This is an optimization exercise on Yosys and OpenROAD, whose aim is small area, a short achievable clock period and few clock cycles per item, not a production implementation.
The RTL was checked by simulation tests, not by an equivalence proof against the original design.
Power is estimated from default activity; no workload was simulated.

Design multiplicacion, start of the top module:
module multiplicacion #(
    parameter N = 32
    ) (
    input logic clk, rst,
    input logic valid,
    input logic [N-1:0] A, B,
    output logic [2*N-1:0] Mult,
    output logic done
    );
  logic one0;
  logic two0;
  logic neg0;
  logic one1;
  logic two1;
  logic neg1;
  logic one2;
  logic two2;
  logic neg2;
  logic one3;
  logic two3;
  logic neg3;
  logic one4;
  logic two4;
  logic neg4;
  logic one5;
  logic two5;
  logic neg5;
  logic one6;
  logic two6;
  logic neg6;
  logic one7;
  logic two7;
  logic neg7;
  logic one8;
  logic two8;
  logic neg8;
  logic one9;
  logic two9;
  logic neg9;
  logic one10;
  logic two10;
  logic neg10;
  logic one11;
  logic two11;
  logic neg11;
  logic one12;
  logic two12;
  logic neg12;
  logic one13;
  logic two13;
  logic neg13;
  logic one14;
  logic two14;
  logic neg14;
  logic one15;
  logic two15;
  logic neg15;
  logic s1;
  logic c2;
  logic s3;
  logic c4;
  logic s5;
  logic c6;
  logic s7;
  logic c8;
  logic s9;
  logic c10;
  logic s11;
  logic c12;
  logic s13;
  logic c14;
  logic s15;
  logic c16;
  logic s17;
  logic c18;
  logic s19;
  logic c20;
  logic s21;
  logic c22;
  logic s23;
  logic c24;
  logic s25;
  logic c26;
  logic s27;
  logic c28;
  logic s29;
  logic c30;
  logic s31;
  logic c32;
  logic s33;
  logic c34;
  logic s35;
  logic c36;
  logic s37;
  logic c38;
  logic s39;
  logic c40;
  logic s41;
  logic c42;
  logic s43;
  logic c44;
  logic s45;
  logic c46;
  logic s47;
  logic c48;
  logic s49;
  logic c50;
  logic s51;
  logic c52;
  logic s53;
  logic c54;
  logic s55;
  logic c56;
  logic s57;
  logic c58;
  logic s59;
  ...
export LEC_CHECK = 0
export ABC_AREA = 1
export CAP_MARGIN = 20
export CORE_MARGIN = 2
export CORE_UTILIZATION = 55
export SETUP_SLACK_MARGIN = 0.65
export SLEW_MARGIN = 20
export SYNTH_HIERARCHICAL = 1
create_clock -name core_clock -period 5.0 [get_ports {clk}]
standard.sh (not shown) runs the stock make flow with config.mk's settings and CLKGATE_MAP_FILE= SYNTH_SCRIPT=/design/flow/synth_recipe.tcl, a recipe that flattens the netlist after the stock synthesis.
==> flow/flow/run.sh <==
#!/bin/bash
set -e
cat standard.sh > standard_sh_copy.txt
export BUFFER_PORTS_ARGS="-buffer_cell sky130_fd_sc_hd__buf_4"
bash standard.sh > standard.log 2>&1
The baseline completed with no timing, DRC or antenna violations.
Testbench counts at the start, summed over its fixed seeds: cycles 2,408, items 2,400.
Next try:
CORE_UTILIZATION = 70   (was 55)
SETUP_SLACK_MARGIN = unset   (was 0.65)
The new run finished with timing, DRC and antenna clean.
Die area decreases by about a fifth.
Final cell count decreases by a few percent.
Cell area decreases by a few percent.
Count of clock-buffer cells in the layout increases by 1.
Global-route usage increases by 8.2 points.
Via count increases by a few percent.
Critical path depth decreases by 3.
Clock power increases by a few percent.
Next try:
CORE_UTILIZATION = 62   (was 70)
CTS_BUF_LIST = sky130_fd_sc_hd__clkbuf_4 sky130_fd_sc_hd__clkbuf_8   (was unset)
The new run passed the timing, DRC and antenna checks.
Critical path depth came out higher by 9.
Via count came out lower by about 3.4%.
Synthesized area does not change.
Fmax came out higher by about 1.9%.
Global-route usage came out lower by 4.8 points.
Next try:
==> flow/flow/run.sh (replaced) <==
#!/bin/bash
set -e
cat standard.sh > standard_sh_copy.txt
export BUFFER_PORTS_ARGS="-buffer_cell sky130_fd_sc_hd__buf_2"
bash standard.sh > standard.log 2>&1
CORE_UTILIZATION = 55   (was 62)
CTS_BUF_LIST = unset   (was sky130_fd_sc_hd__clkbuf_4 sky130_fd_sc_hd__clkbuf_8)
Worst setup slack gets worse by 0.022 ns; die area rose by roughly a tenth; wire length rose by a few percent; synthesized cell count stays the same.
Next try:
==> flow/flow/run.sh (replaced) <==
#!/bin/bash
set -e
cat standard.sh > standard_sh_copy.txt
export BUFFER_PORTS_ARGS="-buffer_cell sky130_fd_sc_hd__buf_4"
bash standard.sh > standard.log 2>&1
CTS_BUF_LIST = sky130_fd_sc_hd__clkbuf_4 sky130_fd_sc_hd__clkbuf_8   (was unset)
Effect: Clock power fell by 18%; cell area barely changes; routed wire length rose by 0.61%; sequential power hardly moves.
Next try:
CTS_BUF_LIST = unset   (was sky130_fd_sc_hd__clkbuf_4 sky130_fd_sc_hd__clkbuf_8)
PLACE_DENSITY = 0.75   (was unset)
Result:
- routed wire length shrinks by 3.0%
- clock power grows by 33%
- cell count shrinks by 0.50%
- final area hardly moves
- setup slack gets worse by 0.18 ns

---

## alpha
Starting RTL as in the previous note.
==> flow/design.v (excerpt) <==
module multiplicacion #(
    parameter N = 32
    ) (
    input logic clk, rst,
    input logic valid,
    input logic [N-1:0] A, B,
    output logic [2*N-1:0] Mult,
    output logic done
    );
  logic one0;
  logic two0;
  logic neg0;
  logic one1;
  logic two1;
  logic neg1;
  logic one2;
  logic two2;
  logic neg2;
  logic one3;
  logic two3;
  logic neg3;
  logic one4;
  logic two4;
  logic neg4;
  logic one5;
  logic two5;
  logic neg5;
  logic one6;
  logic two6;
  logic neg6;
  logic one7;
  logic two7;
  logic neg7;
  logic one8;
  logic two8;
  logic neg8;
  logic one9;
  logic two9;
  logic neg9;
  logic one10;
  logic two10;
  logic neg10;
  logic one11;
  logic two11;
  logic neg11;
  logic one12;
  logic two12;
  logic neg12;
  logic one13;
  logic two13;
  logic neg13;
  logic one14;
  logic two14;
  logic neg14;
  logic one15;
  logic two15;
  logic neg15;
  logic s1;
  logic c2;
  logic s3;
  logic c4;
  logic s5;
  logic c6;
  logic s7;
  logic c8;
  logic s9;
  logic c10;
  logic s11;
  logic c12;
  logic s13;
  logic c14;
  logic s15;
  logic c16;
  logic s17;
  logic c18;
  logic s19;
  logic c20;
  logic s21;
  logic c22;
  logic s23;
  logic c24;
  logic s25;
  logic c26;
  logic s27;
  logic c28;
  logic s29;
  logic c30;
  logic s31;
  logic c32;
  logic s33;
  logic c34;
  logic s35;
  logic c36;
  logic s37;
  logic c38;
  logic s39;
  logic c40;
  logic s41;
  logic c42;
  logic s43;
  logic c44;
  logic s45;
  logic c46;
  logic s47;
  logic c48;
  logic s49;
  logic c50;
  logic s51;
  logic c52;
  logic s53;
  logic c54;
  logic s55;
  logic c56;
  logic s57;
  logic c58;
  logic s59;
  logic c60;
  logic s61;
  logic c62;
  logic s63;
  logic c64;
  logic s65;
  logic c66;
  logic s67;
  logic c68;
  logic s69;
  ...
==> flow/config.mk <==
export PLATFORM = sky130hd
export DESIGN_NAME = multiplicacion
export DESIGN_NICKNAME = multiplicacion
export VERILOG_FILES = /design/flow/design.v
export SDC_FILE = /design/flow/constraint.sdc
export NUM_CORES = 4
export LEC_CHECK = 0
export ABC_AREA = 1
export CAP_MARGIN = 20
export CORE_MARGIN = 2
export CORE_UTILIZATION = 55
export GPL_ROUTABILITY_DRIVEN = 0
export SLEW_MARGIN = 20
export SYNTH_HIERARCHICAL = 1
==> flow/constraint.sdc <==
create_clock -name core_clock -period 5.0 [get_ports {clk}]
set_input_delay 1.0000 -clock core_clock [delete_from_list [all_inputs] [get_ports {clk}]]
set_output_delay 1.0000 -clock core_clock [all_outputs]
set_load 0.01 [all_outputs]
==> flow/flow/run.sh <==
#!/bin/bash
set -e
cat standard.sh > standard_sh_copy.txt
export BUFFER_PORTS_ARGS="-buffer_cell sky130_fd_sc_hd__buf_4"
bash standard.sh > standard.log 2>&1
Testbench counts of alpha, summed over its fixed seeds: cycles 2,408, items 2,400.
#### Input delta (beta over alpha)
# alpha
export LEC_CHECK = 0
export ABC_AREA = 1
export CAP_MARGIN = 20
export CORE_MARGIN = 2
export CORE_UTILIZATION = 55
export GPL_ROUTABILITY_DRIVEN = 0
export SLEW_MARGIN = 20
export SYNTH_HIERARCHICAL = 1
create_clock -name core_clock -period 5.0 [get_ports {clk}]
# beta
export LEC_CHECK = 0
export ABC_AREA = 1
export CAP_MARGIN = 0
export CORE_MARGIN = 2
export CORE_UTILIZATION = 55
export SLEW_MARGIN = 0
export SYNTH_HIERARCHICAL = 1
create_clock -name core_clock -period 5.0 [get_ports {clk}]
==> comparison <==
Looking only at final wirelength, and setting everything else aside, the lower value of beta and alpha goes to alpha. [compare] base=alpha new=beta: sequential cell count neither gained nor lost much, maximum operating frequency picked up an extra 5.2 MHz, first-pass GRT wire length picked up an extra 2.5%. The overall power of beta falls short of that of alpha by 0.69%. beta has more setup slack than alpha. beta gives more final area than alpha did.
The following lists how gamma was set up differently from beta:
# beta
export LEC_CHECK = 0
export ABC_AREA = 1
export CAP_MARGIN = 0
export CORE_MARGIN = 2
export CORE_UTILIZATION = 55
export SLEW_MARGIN = 0
export SYNTH_HIERARCHICAL = 1
create_clock -name core_clock -period 5.0 [get_ports {clk}]
# gamma
export LEC_CHECK = 0
export ABC_AREA = 1
export CAP_MARGIN = 20
export CORE_MARGIN = 2
export CORE_UTILIZATION = 55
export GPL_TIMING_DRIVEN = 0
export SLEW_MARGIN = 20
export SYNTH_HIERARCHICAL = 1
create_clock -name core_clock -period 5.0 [get_ports {clk}]
Findings:
What the final checks of gamma revealed, after a flow that finished every stage, was a layout that fails on setup timing.
From beta to gamma the numbers moved as follows: global-route track usage on met3 moved up; power share of the clock group down 0.3 points; power per standard cell area +about 5%.
Comparing gamma and beta, the lower largest fanout of any net on the critical path is on gamma.
Sequential cell count: beta vs gamma, no meaningful difference
Relative to beta, sequential share of cell area increased by 0.18 points in gamma.
Cmp gamma vs beta: clock buffer instance count of the final layout higher in gamma
Max utilization across gamma and beta: beta
Going from beta to gamma, post-layout instance area shows a reduction of 2.0%, number of cells in the finished layout apart from fillers shows an increase of 0.62%.
Diff beta..gamma | site row count | unchanged

==> what the ideal ports hide <==
In the flow no input, the clock included, has a driving cell. The finished layouts below were timed again as built, in two steps. Step 1 sets driving cells, clkbuf_16 on the clock port and buf_2 on the other inputs (assumed; they add their load-dependent delay and slew). Step 2 also shifts input and output timing later by t, the mid clock arrival at the registers, as if the neighbouring blocks saw the same clock. Slacks: ideal / step 1 / step 2; pairs: ideal / step 1.
run | t (ns) | setup slack, ns | worst hold slack (ns) | worst setup path at the end
the first run of note 1 | 0.546 | 0.671 / 0.625 / 0.109 | 0.667 / 0.630 / 1.177 | input to register
the second run of note 1 | 0.524 | 0.408 / 0.435 / -0.089 | 0.685 / 0.652 / 1.176 | input to register
the third run of note 1 | 0.617 | 0.493 / 0.438 / -0.090 | 0.578 / 0.552 / 1.170 | input to register
the fourth run of note 1 | 0.553 | 0.470 / 0.509 / -0.044 | 0.668 / 0.631 / 1.184 | input to register
the fifth run of note 1 | 0.615 | 0.536 / 0.477 / -0.004 | 0.593 / 0.560 / 1.176 | input to register
the sixth run of note 1 | 0.535 | 0.352 / 0.388 / -0.147 | 0.676 / 0.650 / 1.185 | input to register
alpha | 0.550 | 0.417 / 0.452 / -0.098 | 0.662 / 0.630 / 1.180 | input to register
beta | 0.538 | 0.525 / 0.548 / 0.010 | 0.672 / 0.639 / 1.176 | input to register
gamma | 0.532 | -0.021 / 0.017 / -0.515 | 0.651 / 0.619 / 1.151 | input to register
Met with ideal ports but missed after step 2: setup timing in 6 of these runs. For the third run of note 1, which loses most, drivers alone change the setup slack by -0.055 ns; drivers and shift together by -0.583 ns.
